From an optimization exercise on the open Yosys and OpenROAD flow, aimed at small area; shortcuts taken in it are not production practice. In this exercise RTL edits were held to simulation tests only and were not proved equivalent to the original. Power is estimated from default activity; no workload was simulated.

==> run B: inputs <==
Design cpu, start of the top module:
module cpu(input clk, reset, interrupt,
           input [7:0] datamem_data, usermem_data_in,
           output [7:0] datamem_address, usermem_address, usermem_data_out,
           output rw);
==> flow/config.mk <==
export PLATFORM = sky130hd
export DESIGN_NAME = cpu
export DESIGN_NICKNAME = cpu
export VERILOG_FILES = /design/flow/design.v
export SDC_FILE = /design/flow/constraint.sdc
export NUM_CORES = 4
export LEC_CHECK = 0
export ABC_AREA = 1
export CAP_MARGIN = 20
export CORE_MARGIN = 2
export CORE_UTILIZATION = 40
export CTS_BUF_LIST = sky130_fd_sc_hd__clkbuf_4 sky130_fd_sc_hd__clkbuf_8
export GPL_TIMING_DRIVEN = 0
export SLEW_MARGIN = 20
==> flow/constraint.sdc <==
create_clock -name core_clock -period 4.2 [get_ports {clk}]
set_input_delay 0.8400 -clock core_clock [delete_from_list [all_inputs] [get_ports {clk}]]
set_output_delay 0.8400 -clock core_clock [all_outputs]
set_load 0.01 [all_outputs]
standard.sh (not shown) runs the stock make flow with config.mk's settings and CLKGATE_MAP_FILE= SYNTH_SCRIPT=/design/flow/synth_recipe.tcl, a recipe that flattens the netlist after the stock synthesis.
==> flow/flow/run.sh <==
#!/bin/bash
# Own layout flow: the standard flow (standard.sh) with three changes:
#  - synthesis maps the combinational logic with an area-oriented ABC script
#    (flow/area.abc) instead of ORFS's; registers are mapped exactly as in the
#    standard synthesis (dfflibmap runs before ABC), so names and cells match;
#  - port buffers use the smallest buffer cell (every port still gets one);

# Each tool's output stays in orfs/logs/ as ORFS writes it; make's own output
# goes to flow_make.log here.
set -euo pipefail
W=$PWD
F=$W/flow
sed "s|log_cmd abc {\*}\$abc_args|log_cmd abc -script $F/area.abc {*}[lrange \$abc_args 2 end]|" \
    "$FLOW_HOME/scripts/synth.tcl" > "$W/synth_area.tcl"
grep -q "area.abc" "$W/synth_area.tcl"
sed "s|\$::env(SCRIPTS_DIR)/synth.tcl|$W/synth_area.tcl|" "$W/synth_recipe.tcl" > "$W/synth_recipe_area.tcl"
grep -q "synth_area.tcl" "$W/synth_recipe_area.tcl"
sed "s|SYNTH_SCRIPT=[^ ]*|SYNTH_SCRIPT=$W/synth_recipe_area.tcl|; s|CLKGATE_MAP_FILE= |CLKGATE_MAP_FILE= 'BUFFER_PORTS_ARGS=-buffer_cell sky130_fd_sc_hd__buf_1' |" \
    "$W/standard.sh" > "$W/own_standard.sh"
grep -q "synth_recipe_area.tcl" "$W/own_standard.sh"
bash "$W/own_standard.sh" > "$W/flow_make.log" 2>&1
==> flow/flow/area.abc <==
strash; dc2; dch -f; map -D 2800; topo; stime -c; buffer -c; upsize -c; dnsize -c
==> inputs of run X, as changes to run B <==
--- a/flow/design.v
+++ b/flow/design.v
@@ -11,13 +11,13 @@
     localparam S2N = 4'b1010;   
     localparam S4  = 4'b1100;   
     localparam S5  = 4'b1110;   
     reg [7:0] pc, jaddr, sp, ua, udo, wbdata;
     reg [7:0] r0, r1, r2, r3;
     reg [3:0] st;
-    reg [3:0] ins;
+    reg [1:0] ins;
     reg rw_r, wbwrite;
     assign datamem_address = pc;
     assign usermem_address = ua;
     assign usermem_data_out = udo;
     assign rw = rw_r;
     wire [7:0] dd = datamem_data;
@@ -28,13 +28,13 @@
     wire s1u = ~st[3] & st[2] & st[1];
     wire s1  = st[0] | (~st[3] & st[2]);
     wire s3  = ~st[3] & ~st[2] & st[1];
     wire s4  = st[3] & st[2] & ~st[1];
     wire s5  = st[3] & st[2] & st[1];
     wire jump = st[3] & ~st[1];
-    wire [1:0] ra = s1s ? ins[3:2] : dd[3:2];
+    wire [1:0] ra = s1s ? ins : dd[3:2];
     wire [1:0] rb = dd[1:0];
     reg [7:0] a, b;
     always @* begin
         case (ra)
             2'd0: a = r0;
             2'd1: a = r1;
@@ -53,44 +53,34 @@
     always @* begin
         case (op[2:0])
             3'd0: tt = 4'b1110;   
             3'd1: tt = 4'b1000;   
             3'd2: tt = 4'b0011;   
             3'd3: tt = 4'b0110;   
-            3'd4: tt = 4'b0110;   
+            3'd4: tt = op[3] ? 4'b1001 : 4'b0110;   
             3'd5: tt = 4'b1001;   
             3'd6: tt = 4'b1010;   
             default: tt = 4'b0000;   
         endcase
     end
     wire arith = op[2] & ~op[1];
     wire [8:0] cy;
-    wire [7:0] lg;
+    wire [7:0] t, lg;
     assign cy[0] = op[0];
     genvar i;
     generate for (i = 0; i < 8; i = i + 1) begin : g_alu
-        assign lg[i] = tt[{a[i], b[i]}] ^ (arith & cy[i]);
-        assign cy[i+1] = (a[i] & (b[i] ^ op[0])) | (cy[i] & (a[i] ^ b[i] ^ op[0]));
+        assign t[i] = tt[{a[i], b[i]}];
+        assign lg[i] = t[i] ^ (arith & cy[i]);
+        assign cy[i+1] = t[i] ? cy[i] : a[i];
     end endgenerate
     wire sh_en = (op[2:0] == 3'd7) & ~|b[7:3];
     wire [7:0] sh1 = b[0] ? {1'b0, a[7:1]} : a;
     wire [7:0] sh2 = b[1] ? {2'b0, sh1[7:2]} : sh1;
     wire [7:0] sh3 = b[2] ? {4'b0, sh2[7:4]} : sh2;
     wire [7:0] alu = lg | (sh3 & {8{sh_en}});
-    wire eq = (a == b);
-    wire sp_down = op[0] & ~dd[3];
-    wire [8:0] spc, pcc;
-    wire [7:0] sp_pm, pc_inc;
-    assign spc[0] = 1'b1;
-    assign pcc[0] = 1'b1;
-    generate for (i = 0; i < 8; i = i + 1) begin : g_inc
-        assign sp_pm[i] = sp[i] ^ spc[i];
-        assign spc[i+1] = spc[i] & (sp[i] ^ sp_down);
-        assign pc_inc[i] = pc[i] ^ pcc[i];
-        assign pcc[i+1] = pcc[i] & pc[i];
-    end endgenerate
+    wire eq = &t;
     wire act = ~interrupt & ~reset;
     wire x0 = act & s0;
     wire o_alu = ~op[3];
     wire o_ld  = (op == 4'h8);
     wire o_jmp = (op == 4'h9);
     wire o_call = (op == 4'ha);
@@ -102,15 +92,25 @@
     wire o_rts  = o_b & (dd[3:0] == 4'h0);
     wire o_stsp = o_b & (dd[3:0] == 4'h1);
     wire o_pop  = o_b & (dd[3:0] == 4'h2);
     wire o_ldsp = o_b & (dd[3:0] == 4'h4);
     wire o_push = o_b & (dd[3:0] == 4'h8);
     wire sp_step = x0 & (o_call | o_push | o_rts | o_pop);
+    wire sp_down = op[0] & ~dd[3];
+    wire [8:0] spc, pcc;
+    wire [7:0] sp_pm, pc_inc;
+    assign spc[0] = sp_step;
+    assign pcc[0] = ~s5;
+    generate for (i = 0; i < 8; i = i + 1) begin : g_inc
+        assign sp_pm[i] = sp[i] ^ spc[i];
+        assign spc[i+1] = spc[i] & (sp[i] ^ sp_down);
+        assign pc_inc[i] = pc[i] ^ pcc[i];
+        assign pcc[i+1] = pcc[i] & pc[i];
+    end endgenerate
     wire sp_lda  = x0 & o_ldsp;
-    wire sp_en   = reset | sp_step | sp_lda;
-    wire [7:0] sp_d = ({8{sp_step}} & sp_pm) | ({8{sp_lda}} & a);
+    wire [7:0] sp_n = {8{~reset}} & (sp_lda ? a : sp_pm);
     wire ua_sp  = x0 & (o_call | o_rts | o_pop);
     wire ua_spi = x0 & o_push;
     wire ua_dd  = act & (s1s | s1u);
     wire ua_en  = reset | ua_sp | ua_spi | ua_dd;
     wire [7:0] ua_d = ({8{ua_sp}} & sp) | ({8{ua_spi}} & sp_pm) | ({8{ua_dd}} & dd);
     wire udo_pc = x0 & o_call;
@@ -149,26 +149,30 @@
             st_d = S5;
         else if (s3) begin
             if (op[3] & op[2] & op[1]) st_d = S2N;
         end else if (s4)
             st_d = S2J;
     end
-    wire [1:0] wsel = s1 ? ins[1:0] : dd[1:0];
+    wire [1:0] wsel = s1 ? ins : dd[1:0];
     wire rf_we = wbwrite_d & ~interrupt;
-    wire [7:0] rf_d = wb_en ? wb_d : wbdata;
+    wire [7:0] rf_d = wb_d | ({8{~wb_en}} & wbdata);
+    wire [7:0] ua_n  = ua_d  | ({8{~ua_en}}  & ua);
+    wire [7:0] udo_n = udo_d | ({8{~udo_en}} & udo);
+    wire [7:0] ja_n  = ja_d  | ({8{~ja_en}}  & jaddr);
+    wire [7:0] pc_n  = {8{~reset}} & (jump ? jaddr : pc_inc);
     always @(posedge clk) begin
-        if (sp_en) sp <= sp_d;
-        if (ua_en) ua <= ua_d;
-        if (udo_en) udo <= udo_d;
-        if (ja_en) jaddr <= ja_d;
-        if (wb_en) wbdata <= wb_d;
+        sp <= sp_n;
+        ua <= ua_n;
+        udo <= udo_n;
+        jaddr <= ja_n;
+        wbdata <= rf_d;
+        pc <= pc_n;
         wbwrite <= wbwrite_d;
         rw_r <= rw_d;
         st <= st_d;
-        if (!s1) ins <= dd[3:0];
-        if (reset | ~s5) pc <= reset ? 8'h00 : jump ? jaddr : pc_inc;
+        if (!s1) ins <= o_st ? dd[3:2] : dd[1:0];
         if (rf_we && wsel == 2'd0) r0 <= rf_d;
         if (rf_we && wsel == 2'd1) r1 <= rf_d;
         if (rf_we && wsel == 2'd2) r2 <= rf_d;
         if (rf_we && wsel == 2'd3) r3 <= rf_d;
     end
 endmodule  
==> flow/flow/run.sh (replaced) <==
#!/bin/bash
# Own layout flow: the standard flow (standard.sh) with these changes:
#  - synthesis maps the combinational logic with an area-oriented ABC script
#    (flow/area.abc) instead of ORFS's; registers are mapped exactly as in the
#    standard synthesis (dfflibmap runs before ABC), so names and cells match;
#  - port buffers use the smallest buffer cell (every port still gets one);
#  - extra ORFS make variables, one NAME=value per line, from flow/make_vars.txt
#    (if present), e.g. the clock-tree options.
# Each tool's output stays in orfs/logs/ as ORFS writes it; make's own output
# goes to flow_make.log here.
set -euo pipefail
W=$PWD
F=$W/flow
sed "s|log_cmd abc {\*}\$abc_args|log_cmd abc -script $F/area.abc {*}[lrange \$abc_args 2 end]|" \
    "$FLOW_HOME/scripts/synth.tcl" > "$W/synth_area.tcl"
grep -q "area.abc" "$W/synth_area.tcl"
sed "s|\$::env(SCRIPTS_DIR)/synth.tcl|$W/synth_area.tcl|" "$W/synth_recipe.tcl" > "$W/synth_recipe_area.tcl"
grep -q "synth_area.tcl" "$W/synth_recipe_area.tcl"
EXTRA="'BUFFER_PORTS_ARGS=-buffer_cell sky130_fd_sc_hd__buf_1'"
if [[ -f "$F/make_vars.txt" ]]; then
    while IFS= read -r line; do
        [[ -n "$line" ]] && EXTRA="$EXTRA '$line'"
    done < "$F/make_vars.txt"
fi
sed "s|SYNTH_SCRIPT=[^ ]*|SYNTH_SCRIPT=$W/synth_recipe_area.tcl|; s|CLKGATE_MAP_FILE= |CLKGATE_MAP_FILE= $EXTRA |" \
    "$W/standard.sh" > "$W/own_standard.sh"
grep -q "synth_recipe_area.tcl" "$W/own_standard.sh"
bash "$W/own_standard.sh" > "$W/flow_make.log" 2>&1
==> flow/flow/make_vars.txt (new file) <==
CTS_ARGS=-sink_clustering_enable -repair_clock_nets -dont_use_dummy_load -buf_list {sky130_fd_sc_hd__clkbuf_4 sky130_fd_sc_hd__clkbuf_8}
==> inputs of run E, as changes to run B <==
--- a/flow/design.v
+++ b/flow/design.v
@@ -11,13 +11,13 @@
     localparam S2N = 4'b1010;   
     localparam S4  = 4'b1100;   
     localparam S5  = 4'b1110;   
     reg [7:0] pc, jaddr, sp, ua, udo, wbdata;
     reg [7:0] r0, r1, r2, r3;
     reg [3:0] st;
-    reg [3:0] ins;
+    reg [1:0] ins;
     reg rw_r, wbwrite;
     assign datamem_address = pc;
     assign usermem_address = ua;
     assign usermem_data_out = udo;
     assign rw = rw_r;
     wire [7:0] dd = datamem_data;
@@ -28,13 +28,13 @@
     wire s1u = ~st[3] & st[2] & st[1];
     wire s1  = st[0] | (~st[3] & st[2]);
     wire s3  = ~st[3] & ~st[2] & st[1];
     wire s4  = st[3] & st[2] & ~st[1];
     wire s5  = st[3] & st[2] & st[1];
     wire jump = st[3] & ~st[1];
-    wire [1:0] ra = s1s ? ins[3:2] : dd[3:2];
+    wire [1:0] ra = s1s ? ins : dd[3:2];
     wire [1:0] rb = dd[1:0];
     reg [7:0] a, b;
     always @* begin
         case (ra)
             2'd0: a = r0;
             2'd1: a = r1;
@@ -53,44 +53,34 @@
     always @* begin
         case (op[2:0])
             3'd0: tt = 4'b1110;   
             3'd1: tt = 4'b1000;   
             3'd2: tt = 4'b0011;   
             3'd3: tt = 4'b0110;   
-            3'd4: tt = 4'b0110;   
+            3'd4: tt = op[3] ? 4'b1001 : 4'b0110;   
             3'd5: tt = 4'b1001;   
             3'd6: tt = 4'b1010;   
             default: tt = 4'b0000;   
         endcase
     end
     wire arith = op[2] & ~op[1];
     wire [8:0] cy;
-    wire [7:0] lg;
+    wire [7:0] t, lg;
     assign cy[0] = op[0];
     genvar i;
     generate for (i = 0; i < 8; i = i + 1) begin : g_alu
-        assign lg[i] = tt[{a[i], b[i]}] ^ (arith & cy[i]);
-        assign cy[i+1] = (a[i] & (b[i] ^ op[0])) | (cy[i] & (a[i] ^ b[i] ^ op[0]));
+        assign t[i] = tt[{a[i], b[i]}];
+        assign lg[i] = t[i] ^ (arith & cy[i]);
+        assign cy[i+1] = t[i] ? cy[i] : a[i];
     end endgenerate
     wire sh_en = (op[2:0] == 3'd7) & ~|b[7:3];
     wire [7:0] sh1 = b[0] ? {1'b0, a[7:1]} : a;
     wire [7:0] sh2 = b[1] ? {2'b0, sh1[7:2]} : sh1;
     wire [7:0] sh3 = b[2] ? {4'b0, sh2[7:4]} : sh2;
     wire [7:0] alu = lg | (sh3 & {8{sh_en}});
-    wire eq = (a == b);
-    wire sp_down = op[0] & ~dd[3];
-    wire [8:0] spc, pcc;
-    wire [7:0] sp_pm, pc_inc;
-    assign spc[0] = 1'b1;
-    assign pcc[0] = 1'b1;
-    generate for (i = 0; i < 8; i = i + 1) begin : g_inc
-        assign sp_pm[i] = sp[i] ^ spc[i];
-        assign spc[i+1] = spc[i] & (sp[i] ^ sp_down);
-        assign pc_inc[i] = pc[i] ^ pcc[i];
-        assign pcc[i+1] = pcc[i] & pc[i];
-    end endgenerate
+    wire eq = &t;
     wire act = ~interrupt & ~reset;
     wire x0 = act & s0;
     wire o_alu = ~op[3];
     wire o_ld  = (op == 4'h8);
     wire o_jmp = (op == 4'h9);
     wire o_call = (op == 4'ha);
@@ -102,15 +92,25 @@
     wire o_rts  = o_b & (dd[3:0] == 4'h0);
     wire o_stsp = o_b & (dd[3:0] == 4'h1);
     wire o_pop  = o_b & (dd[3:0] == 4'h2);
     wire o_ldsp = o_b & (dd[3:0] == 4'h4);
     wire o_push = o_b & (dd[3:0] == 4'h8);
     wire sp_step = x0 & (o_call | o_push | o_rts | o_pop);
+    wire sp_down = op[0] & ~dd[3];
+    wire [8:0] spc, pcc;
+    wire [7:0] sp_pm, pc_inc;
+    assign spc[0] = sp_step;
+    assign pcc[0] = ~s5;
+    generate for (i = 0; i < 8; i = i + 1) begin : g_inc
+        assign sp_pm[i] = sp[i] ^ spc[i];
+        assign spc[i+1] = spc[i] & (sp[i] ^ sp_down);
+        assign pc_inc[i] = pc[i] ^ pcc[i];
+        assign pcc[i+1] = pcc[i] & pc[i];
+    end endgenerate
     wire sp_lda  = x0 & o_ldsp;
-    wire sp_en   = reset | sp_step | sp_lda;
-    wire [7:0] sp_d = ({8{sp_step}} & sp_pm) | ({8{sp_lda}} & a);
+    wire [7:0] sp_n = {8{~reset}} & (sp_lda ? a : sp_pm);
     wire ua_sp  = x0 & (o_call | o_rts | o_pop);
     wire ua_spi = x0 & o_push;
     wire ua_dd  = act & (s1s | s1u);
     wire ua_en  = reset | ua_sp | ua_spi | ua_dd;
     wire [7:0] ua_d = ({8{ua_sp}} & sp) | ({8{ua_spi}} & sp_pm) | ({8{ua_dd}} & dd);
     wire udo_pc = x0 & o_call;
@@ -149,26 +149,30 @@
             st_d = S5;
         else if (s3) begin
             if (op[3] & op[2] & op[1]) st_d = S2N;
         end else if (s4)
             st_d = S2J;
     end
-    wire [1:0] wsel = s1 ? ins[1:0] : dd[1:0];
+    wire [1:0] wsel = s1 ? ins : dd[1:0];
     wire rf_we = wbwrite_d & ~interrupt;
-    wire [7:0] rf_d = wb_en ? wb_d : wbdata;
+    wire [7:0] rf_d = wb_d | ({8{~wb_en}} & wbdata);
+    wire [7:0] ua_n  = ua_d  | ({8{~ua_en}}  & ua);
+    wire [7:0] udo_n = udo_d | ({8{~udo_en}} & udo);
+    wire [7:0] ja_n  = ja_d  | ({8{~ja_en}}  & jaddr);
+    wire [7:0] pc_n  = {8{~reset}} & (jump ? jaddr : pc_inc);
     always @(posedge clk) begin
-        if (sp_en) sp <= sp_d;
-        if (ua_en) ua <= ua_d;
-        if (udo_en) udo <= udo_d;
-        if (ja_en) jaddr <= ja_d;
-        if (wb_en) wbdata <= wb_d;
+        sp <= sp_n;
+        ua <= ua_n;
+        udo <= udo_n;
+        jaddr <= ja_n;
+        wbdata <= rf_d;
+        pc <= pc_n;
         wbwrite <= wbwrite_d;
         rw_r <= rw_d;
         st <= st_d;
-        if (!s1) ins <= dd[3:0];
-        if (reset | ~s5) pc <= reset ? 8'h00 : jump ? jaddr : pc_inc;
+        if (!s1) ins <= o_st ? dd[3:2] : dd[1:0];
         if (rf_we && wsel == 2'd0) r0 <= rf_d;
         if (rf_we && wsel == 2'd1) r1 <= rf_d;
         if (rf_we && wsel == 2'd2) r2 <= rf_d;
         if (rf_we && wsel == 2'd3) r3 <= rf_d;
     end
 endmodule  
--- a/flow/flow/run.sh
+++ b/flow/flow/run.sh
@@ -1,13 +1,12 @@
 #!/bin/bash
-# Own layout flow: the standard flow (standard.sh) with three changes:
+# Own layout flow: the standard flow (standard.sh) with two changes:
 #  - synthesis maps the combinational logic with an area-oriented ABC script
 #    (flow/area.abc) instead of ORFS's; registers are mapped exactly as in the
 #    standard synthesis (dfflibmap runs before ABC), so names and cells match;
-#  - port buffers use the smallest buffer cell (every port still gets one);
-
+#  - port buffers use the smallest buffer cell (every port still gets one).
 # Each tool's output stays in orfs/logs/ as ORFS writes it; make's own output
 # goes to flow_make.log here.
 set -euo pipefail
 W=$PWD
 F=$W/flow
 sed "s|log_cmd abc {\*}\$abc_args|log_cmd abc -script $F/area.abc {*}[lrange \$abc_args 2 end]|" \
==> flow/flow/area.abc (replaced) <==
strash; dc2; dch -f; map -D 2400; topo; stime -c; buffer -c; upsize -c; dnsize -c
CORE_UTILIZATION = 65   (was 40)
==> impl_metrics.yaml <==
floorplan:
  num_rows: 42
  fp.dieH_um: 119
worst_setup_path:
  crit_path_top_delay_cell: "maj3_2"
  startpoint: "datamem_data[1]"
synthesis:
  syn_inst: 625
  yosys.area_share.simple_pct: 16.4
  synth_top_area_cell: "edfxtp_1"
power:
  leakage_nw: 2.27
  ir_drop_v: 0.000170
  pwr-share-comb_pct: 16.8
sta:
  clock_skew_ns: 0.0214
  worstMarginPinSlew_ns: 0.800
layout:
  multi_input_area_share_pct: 41.0
  inverters_excl_clock: 86
run_status:
  status: "timing/DRC/antenna clean"
placement:
  dp_slack_ns: -0.791
min_path:
  hp-start: "wbdata[3]"
clock_tree:
  clkSinkCount: 90
# the run above: run B

==> impl_metrics.yaml <==
synthesis:
  yosys.area_share.simple_pct: 19.4
  synth_top_area_cell: "dfxtp_1"
worst_setup_path:
  crit_path_top_delay_cell: "o21ai_0"
run_status:
  status: "timing/DRC/antenna clean"
sta:
  worstMarginPinSlew_ns: 1.00
  clock_skew_ns: 0.0127
placement:
  dp_slack_ns: 0.0593
floorplan:
  num_rows: 31
layout:
  inverters_excl_clock: 70
  multi_input_area_share_pct: 45.6
power:
  pwr-share-comb_pct: 15.6
# the run above: run E

==> impl_metrics.yaml <==
run_status:
  status: "timing/DRC/antenna clean"
layout:
  multi_input_area_share_pct: 46.5
  inverters_excl_clock: 69
  multi_input_cells: 457
sta:
  clock_skew_ns: 0.0260
  worstMarginPinSlew_ns: 0.852
  maxSlewHeadroom_pct: 42.8
floorplan:
  num_rows: 40
  fp.dieH_um: 115
synthesis:
  syn_inst: 624
  yosys-top-cells-count: "119 x nand2_1, 76 x o21ai_0, 67 x nor2_1"
  synth_top_area_cell: "dfxtp_1"
  yosys.area_share.simple_pct: 18.9
power:
  leakage_nw: 2.09
clock_tree:
  clkSinkCount: 88
worst_setup_path:
  crit_path_top_delay_cell: "o21ai_0"
  startpoint: "datamem_data[1]"
placement:
  portBuffers: 41
  dp_slack_ns: -0.341
min_path:
  hp-start: "jaddr[1]"
# the run above: run X

-- port drivers added, routing unchanged --
How much do the figures lean on ideal ports? The routed layouts below were timed once more, with nothing changed but the port constraints.
Step 1 (the two cells are an assumption about what drives the block):
set clk [get_ports {clk}]
set_driving_cell -lib_cell sky130_fd_sc_hd__clkbuf_16 $clk
set_driving_cell -lib_cell sky130_fd_sc_hd__buf_2 [delete_from_list [all_inputs] $clk]
Step 2 also shifts input and output timing later by t, the mid clock arrival at the registers, as if the neighbouring blocks saw the same clock.
Three values: ideal ports, drivers, drivers and shift; two values: the first two.
run | t (ns) | setup WS [ns] | worst register clock-pin slew, ns
run B | 0.420 | 0.164 / 0.175 / -0.246 | 0.11 / 0.11
run X | 0.383 | 0.261 / 0.268 / -0.115 | 0.09 / 0.09
run E | 0.393 | 0.257 / 0.269 / -0.124 | 0.10 / 0.10
With both steps, setup timing fails in every run listed, where it was met with ideal ports. For run B, which loses most, drivers alone change the setup slack by +0.011 ns; drivers and shift together by -0.410 ns.
